This design comes from an exercise in tuning for small area, a short achievable clock period and few clock cycles on the open sky130 flow, not from production work.
Function was checked by simulation only, so behaviour that the tests miss may differ from the original.
No activity file was given, so power comes from the tool's default toggle rates.

## v4
==> flow/design.v <==
`timescale 1ns/10ps
module DT(
	input 			clk,
	input			reset,
	output	reg		done ,
	output	reg		sti_rd ,
	output	reg 	[9:0]	sti_addr ,
	input		[15:0]	sti_di,
	output	reg		res_wr ,
	output	reg		res_rd ,
	output	reg 	[13:0]	res_addr ,
	output		[7:0]	res_do,
	input		[7:0]	res_di,
	output  reg fwpass_finish
	);
localparam OP_INIT  = 3'd0;
localparam OP_W     = 3'd1;    
localparam OP_RD    = 3'd2;    
localparam OP_FETCH = 3'd3;    
localparam OP_F     = 3'd4;    
localparam OP_FIX   = 3'd5;    
localparam OP_DONE  = 3'd6;
reg [2:0] op;
reg       bwd;
reg [1:0] slot;           
reg [5:0] far, mid, near;
reg       vf, vm, vn;
reg [5:0] rdo;
reg       pred, fresh, procd;
assign res_do = {2'b00, rdo};
wire [6:0] arow = res_addr[13:7];
wire [6:0] acol = res_addr[6:0];
wire [3:0] apos = res_addr[3:0];
wire [5:0] di = res_di[5:0];
wire       c_fr = far < rdo;
wire       c_mr = mid < rdo;
wire       c_mf = mid < far;
wire       sel_r = !c_fr && !c_mr;
wire       sel_f = !sel_r && !c_mf;
wire [5:0] mk = sel_r ? rdo : (sel_f ? far : mid);        
wire [5:0] rdo1 = (&rdo) ? rdo : rdo + 6'd1;
wire [5:0] far1 = (&far) ? far : far + 6'd1;
wire [5:0] mid1 = (&mid) ? mid : mid + 6'd1;
wire [5:0] mk1 = sel_r ? rdo1 : (sel_f ? far1 : mid1);
wire [5:0] di1 = di + 6'd1;                              
wire       flt = di < rdo;
wire       fgt = rdo < di;
wire       dlt = flt && (di < far) && (di < mid);
wire [5:0] m1 = dlt ? di1 : mk1;
wire       mz = (mk == 6'd0) || (di == 6'd0);
wire       zks = (vm && mid == 6'd0) || (vn && near == 6'd0);
wire [1:0] s0 = !vm ? 2'd0 : !vn ? 2'd1 : 2'd2;
wire [6:0] rowp1 = arow + 7'd1;
wire [6:0] rowm1 = arow - 7'd1;
wire [6:0] colp1 = acol + 7'd1;
wire [6:0] colp2 = acol + 7'd2;
wire [6:0] colm1 = acol - 7'd1;
wire [6:0] colm2 = acol - 7'd2;
wire [6:0] colps = (s0 == 2'd0) ? acol : (s0 == 2'd1) ? colp1 : colp2;
wire [6:0] colms = (s0 == 2'd0) ? acol : (s0 == 2'd1) ? colm1 : colm2;
wire [15:0] rb;
genvar gi;
generate for (gi = 0; gi < 16; gi = gi + 1) begin : g_rb
	assign rb[gi] = sti_di[(14 - gi) & 15];
end endgenerate
wire inter_n = (arow != 7'd0) && (arow != 7'd127) && (acol <= 7'd125);
wire objn = inter_n && rb[apos];
wire [15:0] bits;
generate for (gi = 0; gi < 16; gi = gi + 1) begin : g_bits
	assign bits[gi] = sti_di[15-gi];
end endgenerate
wire [15:0] meff = bits & {bits[14:0], 1'b1};
integer k;
reg [15:0] below;
always @(*) begin
	for (k = 0; k < 16; k = k + 1) below[k] = fresh || (k < apos);
end
wire [15:0] cand = meff & below;
wire [7:0] a1, m1t; wire [7:0] i1;
wire [3:0] a2, m2; wire [7:0] i2;
wire [1:0] a3, m3; wire [5:0] i3;
generate for (gi = 0; gi < 8; gi = gi + 1) begin : g_t1
	assign a1[gi] = cand[2*gi+1] | cand[2*gi];
	assign m1t[gi] = cand[2*gi+1] & cand[2*gi];
	assign i1[gi] = cand[2*gi+1];
end endgenerate
generate for (gi = 0; gi < 4; gi = gi + 1) begin : g_t2
	assign a2[gi] = a1[2*gi+1] | a1[2*gi];
	assign m2[gi] = m1t[2*gi+1] | m1t[2*gi] | (a1[2*gi+1] & a1[2*gi]);
	assign i2[2*gi+1] = a1[2*gi+1];
	assign i2[2*gi] = a1[2*gi+1] ? i1[2*gi+1] : i1[2*gi];
end endgenerate
generate for (gi = 0; gi < 2; gi = gi + 1) begin : g_t3
	assign a3[gi] = a2[2*gi+1] | a2[2*gi];
	assign m3[gi] = m2[2*gi+1] | m2[2*gi] | (a2[2*gi+1] & a2[2*gi]);
	assign i3[3*gi+2] = a2[2*gi+1];
	assign i3[3*gi+1:3*gi] = a2[2*gi+1] ? i2[4*gi+3:4*gi+2] : i2[4*gi+1:4*gi];
end endgenerate
wire any = a3[1] | a3[0];
wire more = m3[1] | m3[0] | (a3[1] & a3[0]);
wire [3:0] nx = a3[1] ? {1'b1, i3[5:3]} : {1'b0, i3[2:0]};
wire [15:0] msh = {meff[14:0], 1'b0};
wire adj = procd && (fresh ? (apos == 4'd0 && meff[15]) : msh[apos]);
reg [2:0] n_op; reg n_bwd; reg [1:0] n_slot;
reg [5:0] n_far, n_mid, n_near; reg n_vf, n_vm, n_vn;
reg [5:0] n_rdo; reg n_pred, n_fresh, n_procd;
reg [13:0] n_addr; reg n_rd, n_wr, n_srd; reg [9:0] n_saddr; reg n_done, n_fw;
reg [2:0] np_op; reg [1:0] np_slot;
reg np_vf, np_vm, np_sh, np_fresh, np_procd, np_one;
reg [13:0] np_addr; reg np_rd, np_wr, np_srd, np_done;
always @(*) begin
	np_op = OP_FETCH; np_slot = s0; np_vf = 1'b0; np_vm = 1'b0; np_sh = 1'b0;
	np_fresh = 1'b1; np_procd = procd && !fresh; np_one = 1'b0;
	np_addr = res_addr; np_rd = 1'b0; np_wr = 1'b0; np_srd = 1'b0; np_done = 1'b0;
	if (any) begin
		np_procd = 1'b1;
		np_fresh = !more && sti_addr != 10'd8;
		np_srd = np_fresh;
		np_sh = adj;
		np_vf = adj && vm; np_vm = adj && vn;
		np_rd = 1'b1;
		if (adj && !zks) begin
			np_op = OP_RD; np_addr = {rowp1, colms};
		end else begin
			np_op = OP_F; np_wr = 1'b1; np_one = 1'b1; np_addr = {sti_addr, nx};
		end
	end else if (sti_addr == 10'd8) begin
		np_op = OP_DONE; np_done = 1'b1; np_fresh = fresh; np_procd = procd;
	end else begin
		np_srd = 1'b1;
	end
end
wire fix = (op == OP_F) && (res_wr ? flt : fgt);
wire [5:0] rval = (op == OP_F && flt) ? di : rdo;
always @(*) begin
	n_op = op; n_bwd = bwd; n_slot = slot;
	n_far = far; n_mid = mid; n_near = near; n_vf = vf; n_vm = vm; n_vn = vn;
	n_rdo = rdo; n_pred = pred; n_fresh = fresh; n_procd = procd;
	n_addr = res_addr; n_rd = 1'b0; n_wr = 1'b0; n_srd = 1'b0; n_saddr = sti_addr;
	n_done = 1'b0; n_fw = 1'b0;
	case (op)
	OP_INIT: begin
		n_bwd = 1'b0; n_op = OP_W; n_wr = 1'b1; n_addr = 14'd0; n_rdo = 6'd0;
		n_saddr = 10'd1; n_vf = 1'b0; n_vm = 1'b0; n_vn = 1'b0;
	end
	OP_W: begin
		if (sti_rd) n_saddr = sti_addr + 10'd1;
		if (res_addr == 14'd16383) begin
			n_op = OP_FETCH; n_bwd = 1'b1; n_srd = 1'b1; n_saddr = 10'd1015;
			n_fresh = 1'b1; n_procd = 1'b0; n_pred = 1'b1;
		end else begin
			n_far = mid; n_mid = near; n_vf = vm; n_vm = vn; n_vn = 1'b0;
			if (objn && !(rdo == 6'd0 || zks)) begin
				n_op = OP_RD; n_slot = s0; n_rd = 1'b1;
				n_addr = {rowm1, colps};
			end else begin
				n_op = OP_W; n_wr = 1'b1; n_rdo = {5'd0, objn};
				n_addr = {(acol == 7'd127) ? rowp1 : arow, colp1};
				n_srd = (apos == 4'he); n_fw = (res_addr == 14'd16382);
			end
		end
	end
	OP_RD: begin
		if (slot == 2'd2) begin
			n_near = di; n_vn = 1'b1;
			n_rdo = m1;
			if (!bwd) begin
				n_op = OP_W; n_wr = 1'b1; n_srd = (apos == 4'h0);
				n_addr = {rowp1, colm1};
			end else begin
				n_op = OP_F; n_rd = 1'b1; n_wr = pred || mz;
				n_addr = {rowm1, colp1};
			end
		end else begin
			if (slot == 2'd0) begin n_far = di; n_vf = 1'b1; end
			else begin n_mid = di; n_vm = 1'b1; end
			n_slot = slot + 2'd1; n_op = OP_RD; n_rd = 1'b1;
			n_addr = {arow, bwd ? colm1 : colp1};
		end
	end
	OP_DONE: begin
		n_done = 1'b1;
	end
	default: begin  
		if (op == OP_F) n_pred = !flt;
		if (fix) begin
			n_op = OP_FIX; n_wr = 1'b1; n_rdo = rval;
		end else begin
			n_op = np_op; n_slot = np_slot; n_addr = np_addr;
			n_rd = np_rd; n_wr = np_wr; n_srd = np_srd; n_done = np_done;
			n_fresh = np_fresh; n_procd = np_procd;
			n_rdo = np_one ? 6'd1 : rval;
			if (np_srd) n_saddr = sti_addr - 10'd1;
			if (any) begin
				n_vf = np_vf; n_vm = np_vm; n_vn = 1'b0;
				if (np_sh) begin n_far = mid; n_mid = near; end
			end
		end
	end
	endcase
end
always @(posedge clk or negedge reset) begin
	if (!reset) begin
		op <= OP_INIT; res_rd <= 1'b0; res_wr <= 1'b0; sti_rd <= 1'b0;
		done <= 1'b0; fwpass_finish <= 1'b0;
	end else begin
		op <= n_op; res_rd <= n_rd; res_wr <= n_wr; sti_rd <= n_srd;
		done <= n_done; fwpass_finish <= n_fw;
	end
end
always @(posedge clk) begin
	bwd <= n_bwd; slot <= n_slot;
	far <= n_far; mid <= n_mid; near <= n_near; vf <= n_vf; vm <= n_vm; vn <= n_vn;
	rdo <= n_rdo; pred <= n_pred; fresh <= n_fresh; procd <= n_procd;
	res_addr <= n_addr; sti_addr <= n_saddr;
end
endmodule
==> flow/config.mk <==
export PLATFORM = sky130hd
export DESIGN_NAME = DT
export DESIGN_NICKNAME = DT
export VERILOG_FILES = /design/flow/design.v
export SDC_FILE = /design/flow/constraint.sdc
export NUM_CORES = 4
export LEC_CHECK = 0
export CAP_MARGIN = 20
export CORE_MARGIN = 2
export CORE_UTILIZATION = 40
export CTS_BUF_LIST = sky130_fd_sc_hd__clkbuf_8
export CTS_CLUSTER_SIZE = 40
export PLACE_DENSITY = 0.8
export SETUP_SLACK_MARGIN = 2.2
export SLEW_MARGIN = 20
==> flow/constraint.sdc <==
create_clock -name core_clock -period 5.0 [get_ports {clk}]
set_input_delay 1.0000 -clock core_clock [delete_from_list [all_inputs] [get_ports {clk}]]
set_output_delay 1.0000 -clock core_clock [all_outputs]
set_load 0.01 [all_outputs]
standard.sh (not shown) runs the stock make flow with config.mk's settings and CLKGATE_MAP_FILE= SYNTH_SCRIPT=/design/flow/synth_recipe.tcl, a recipe that flattens the netlist after the stock synthesis.
==> flow/flow/run.sh <==
#!/bin/bash
# The standard layout, with the port buffers made from the smallest buffer cell.
set -euo pipefail
bash standard.sh 'BUFFER_PORTS_ARGS=-buffer_cell sky130_fd_sc_hd__buf_1' finish > layout.log 2>&1
v4: no failed stages, no open violations at the end
Testbench counts of v4, summed over its fixed seeds: cycles 583,583.
Input changes introduced in v21 (baseline for comparison: v4):
- a deleted CTS_CLUSTER_SIZE that had been 40
- a deleted CTS_BUF_LIST that had been sky130_fd_sc_hd__clkbuf_8
- a change of SETUP_SLACK_MARGIN from 2.2 to 2.0
- a deleted PLACE_DENSITY that had been 0.8
==> flow/run.sh (new file) <==
#!/bin/bash
# synth_recipe.tcl (not shown) runs the flow's synth.tcl, then flattens the netlist and writes it again
# the make line also repeats each setting of config.mk as NAME=value (left out here)
make -C /OpenROAD-flow-scripts/flow DESIGN_CONFIG=/design/flow/config.mk WORK_HOME=/design/flow/orfs CLKGATE_MAP_FILE= SYNTH_SCRIPT=/design/flow/synth_recipe.tcl finish
removed: flow/flow/run.sh
removed: flow/standard.sh
### Flow results
The via count of the first global-routing pass reported for v21 is smaller than that of v4 by about 2%.
On register-to-register slack: between v21 and v4, it ends up lower for v4.
v4 -> v21: number of well taps flat
Delta (v21 minus v4): time the final worst path needs with I/O delays and setup dropped 0.040 ns; number of placed cells counting well taps climbed 4; count of non-CTS buffers in the layout dropped 5; largest voltage drop on the vdd net dropped 0.000067 V; final clock skew dropped 0.0071 ns.
v21 vs v4 — leakage power climbed by a few percent
## Diff of input files: v26 against v21
- SETUP_SLACK_MARGIN now 2.4, was 2.0
## What came out
Note that the total combinational power recorded for v21 amounts to 0.905 times the value seen in v26. Re worst hold path depth: no difference whatsoever between v26 and v21. Changes observed in v26 relative to v21: final weighted congestion in routability-driven placement grew by 7.9%, detail-routed net length per standard cell grew by 0.75 um, final period utilization held steady, clock network fraction of design power held steady.
Edits applied to the flow inputs when going from v26 to v27:
- CTS_CLUSTER_SIZE: unset -> 40
- SETUP_SLACK_MARGIN: 2.4 -> 2.0
- CORE_UTILIZATION: 40 -> 65
- CTS_BUF_LIST: unset -> sky130_fd_sc_hd__clkbuf_8
--- outcome ---
- Result for v27 and v26: all clean
- Per-cell routed wire length was lower in the run labelled v26.
- Summary: with v26 as the reference, non-clock buffer count in v27 moved down by more than a quarter.
- Looking at wire length of the first global-routing pass, v27 sits 3000 um below v26.
- Sort v27 and v26 by routed wire length asc -> top: v27
- v27 vs. v26: share of the synthesized area in compound gates (AO/OA/AOI/OAI) saw little to no change; clock power saw a decrease.
- Delta (v27 minus v26): number of well-tap cells placed -84; count of cells along the worst hold path held steady.
- Compared with v26, routed length on met1 in v27 decreased by more than 10%.

[separate check: timing with driven ports]
The results above use ideal ports. As a check the final layouts listed here were re-extracted and re-timed, cells and wires unchanged. Step 1 assumes that a clkbuf_16 drives the clock port and a buf_2 every other input. Step 2 adds t to the input delays and takes it off the output delays; t is the mean of the earliest and latest rising clock arrival at the registers after step 1. Input paths then give back, and output paths get back, about the clock's delay inside the block. Slacks: ideal / step 1 / step 2; pairs: ideal / step 1.
run	t, ns	slack for setup (ns)	latest minus earliest clock arrival (ns)
v4	0.404	1.912 / 1.912 / 1.551	0.014 / 0.014
v21	0.375	1.953 / 1.948 / 1.573	0.006 / 0.006
v26	0.394	1.959 / 1.959 / 1.589	0.006 / 0.005
v27	0.406	1.920 / 1.920 / 1.544	0.022 / 0.021
After both steps setup and hold are still met in every run listed. The setup slack of v21, which loses most, moves by -0.005 ns with the drivers and by -0.380 ns with both steps.
